This is an optimization exercise on Yosys and OpenROAD, whose aim is small area, a short achievable clock period and few clock cycles per item, not a production implementation.
At most, simulation tests tie the RTL to the original design; equivalence was not proved.

north:
Design itch_decoder_top, start of the top module:
module itch_decoder_top (
    input  logic          clk,
    input  logic          rst_n,
    input  logic [511:0]  s_axis_tdata,
    input  logic [7:0]    s_axis_tkeep,
    input  logic          s_axis_tlast,
    input  logic [95:0]   s_axis_tuser,
    input  logic          s_axis_tvalid,
    output logic          s_axis_tready,
    output logic [63:0]   dec_ingress_ts,
    output logic [63:0]   dec_decode_ts,
    output logic [31:0]   dec_seq_num,
    output logic [7:0]    dec_msg_type,
    output logic [63:0]   dec_symbol_key,
    output logic [9:0]    dec_symbol_idx,
    output logic          dec_symbol_valid,
    output logic          dec_side,
    output logic [31:0]   dec_price,
    output logic [31:0]   dec_qty,
    output logic [63:0]   dec_order_id,
    output logic          dec_is_book_update,
    output logic          dec_stale,
    output logic [3:0]    dec_error_flags,
    output logic          decoded_valid,
    input  logic          decoded_ready,
    output logic [63:0]   sym_lookup_key,
    output logic          sym_lookup_valid,
    input  logic [9:0]    sym_lookup_idx,
    input  logic          sym_lookup_hit,
    input  logic          sym_lookup_ready,
    output logic [31:0]   stat_add_orders,
    output logic [31:0]   stat_executes,
    output logic [31:0]   stat_cancels,
    output logic [31:0]   stat_deletes,
    output logic [31:0]   stat_replaces,
    output logic [31:0]   stat_trades,
    output logic [31:0]   stat_unknown
);
export LEC_CHECK = 0
export CAP_MARGIN = 20
export CORE_AREA = 5 5 221 221
export CTS_CLUSTER_DIAMETER = 90
export CTS_CLUSTER_SIZE = 27
export DIE_AREA = 0 0 226 226
export SETUP_SLACK_MARGIN = 1.3
export SLEW_MARGIN = 20
create_clock -name core_clock -period 3.3 [get_ports {clk}]
standard.sh (not shown) runs the stock make flow with config.mk's settings and CLKGATE_MAP_FILE= SYNTH_SCRIPT=/design/flow/synth_recipe.tcl, a recipe that flattens the netlist after the stock synthesis.
==> flow/flow/run.sh <==
#!/bin/bash
# Own layout flow: the standard flow (standard.sh) with these changes:
#  - port buffers are buf_1 cells instead of the delay buffer buffer_ports picks by default
#    (every port still gets its own buffer);
#  - pins may sit one routing track apart, so the die can be much smaller than the pin count
#    would otherwise allow; the clock pin is placed alone mid-left (pins_pre.tcl).
# Each ORFS step logs to orfs/logs/...; standard.sh's own output goes to standard.log.
set -euo pipefail
here=$(pwd)
half=$(awk '/^export DIE_AREA/ {print ($5 + $7) / 2}' config.mk)
export BUFFER_PORTS_ARGS="-buffer_cell sky130_fd_sc_hd__buf_1"
export PLACE_PINS_ARGS="-min_distance 1 -min_distance_in_tracks -corner_avoidance 15 -exclude left:$(( ${half%.*} - 8 ))-$(( ${half%.*} + 8 ))"
export PRE_IO_PLACEMENT_TCL="$here/flow/pins_pre.tcl"
echo "PLACE_PINS_ARGS=$PLACE_PINS_ARGS" > run.log
bash standard.sh > standard.log 2>&1
==> flow/flow/pins_pre.tcl <==
# Put the clock pin alone in the middle of the left edge; place_pins keeps the
# stretch around it free (see PLACE_PINS_ARGS in run.sh), so no other pin sits
# one track from it.
set die [ord::get_die_area]
set ymid [expr {([lindex $die 1] + [lindex $die 3]) / 2.0}]
place_pin -pin_name clk -layer met3 -location [list 0.4 $ymid] -force_to_die_boundary
Testbench counts of north, summed over its fixed seeds: cycles 17,920, items 16,000.
> inputs changed (north -> south)
--- a/flow/design.v
+++ b/flow/design.v
@@ -237,17 +237,17 @@
             in_qty = {s_axis_tdata[152 +: 8], s_axis_tdata[160 +: 8], s_axis_tdata[168 +: 8], s_axis_tdata[176 +: 8]};
         else
             in_qty = {s_axis_tdata[160 +: 8], s_axis_tdata[168 +: 8], s_axis_tdata[176 +: 8], s_axis_tdata[184 +: 8]};
     end
     assign in_price = sel_u ?
         {s_axis_tdata[248 +: 8], s_axis_tdata[256 +: 8], s_axis_tdata[264 +: 8], s_axis_tdata[272 +: 8]} :
         {s_axis_tdata[256 +: 8], s_axis_tdata[264 +: 8], s_axis_tdata[272 +: 8], s_axis_tdata[280 +: 8]};
     assign in_side = (s_axis_tdata[152 +: 8] != 8'h42);
-    logic        emit_r, look_r, full_r;
+    logic        emit_r, look_r, empty_r;
     logic        look_i;
     logic        pass_r, pass2_r;
     logic        load;         
     logic        take_i;       
     logic [47:0] r_ts;
     logic [31:0] r_seq;
     logic [7:0]  r_type;
     logic        r_stale;
@@ -271,28 +271,28 @@
             8'h44:        in_cls = 7'b0001000;
             8'h55:        in_cls = 7'b0010000;
             8'h50:        in_cls = 7'b0100000;
             default:      in_cls = 7'b1000000;
         endcase
     end
     assign in_needs_lk = (in_type == 8'h41) || (in_type == 8'h46) || (in_type == 8'h50) || in_r;
     assign decoded_valid = emit_r || (look_r && sym_lookup_ready);
-    assign s_axis_tready = (!full_r || decoded_ready) && (!look_r || sym_lookup_ready);
+    assign s_axis_tready = (empty_r || decoded_ready) && (!look_r || sym_lookup_ready);
     assign take_i = decoded_ready && (!look_i || sym_lookup_ready);
-    assign load   = !full_r || take_i;
+    assign load   = empty_r || take_i;
     always_ff @(posedge clk or negedge rst_n) begin
         if (!rst_n) begin
             emit_r  <= 1'b0;
             look_r  <= 1'b0;
-            full_r  <= 1'b0;
+            empty_r <= 1'b1;
         end else if (s_axis_tready) begin
             emit_r  <= s_axis_tvalid && !in_needs_lk;
             look_r  <= s_axis_tvalid && in_needs_lk;
-            full_r  <= s_axis_tvalid;
+            empty_r <= !s_axis_tvalid;
         end else if (look_r && sym_lookup_ready) begin
             emit_r  <= 1'b1;
             look_r  <= 1'b0;
         end
     end
     always_ff @(posedge clk or negedge rst_n) begin
         if (!rst_n) begin
             look_i  <= 1'b0;
[summary]
Looking at aggregate global-route resource usage, south sits 2.9 points lower than north does. Compared with north, in south post-synthesis area per instance fell about 0.74%; multi-input logic portion of the cell area went down 0.25 points. Higher number of gates resized after CTS goes to south over north. Lower highest fanout seen on the critical path goes to south over north. [compare] base=north new=south: sequential share of cell area comparable; smallest hold slack now larger; total standard cell area after synthesis comparable; number of antenna cells inserted now smaller. STATUS via count of the routed design: south wins against north. south and north ended up with roughly the same core occupancy in the finished layout.
No functional check of the RTL was part of south.

[static timing again, ports no longer ideal]
In the flow no input, the clock included, has a driving cell. The finished layouts below were timed again as built, in two steps.
Step 1: set_driving_cell puts a clkbuf_16 on clk and a buf_2 on each other input, an assumption about the parent block.
Step 2 times the ports against the registers' clock, not the clock port: input delays grow and output delays shrink by t, the midpoint of the rising clock arrivals with the driver on.
Slacks: ideal ports / drivers / drivers and shift; pairs: ideal ports / drivers.
run	t, ns	setup WS [ns]	cell pins on the clock port's net
north	0.637	1.192 / 1.148 / 0.712	1
south	0.635	1.113 / 1.048 / 0.690	1
After both steps setup and hold are still met in every run listed. The setup slack of north, which loses most, moves by -0.044 ns with the drivers and by -0.480 ns with both steps.
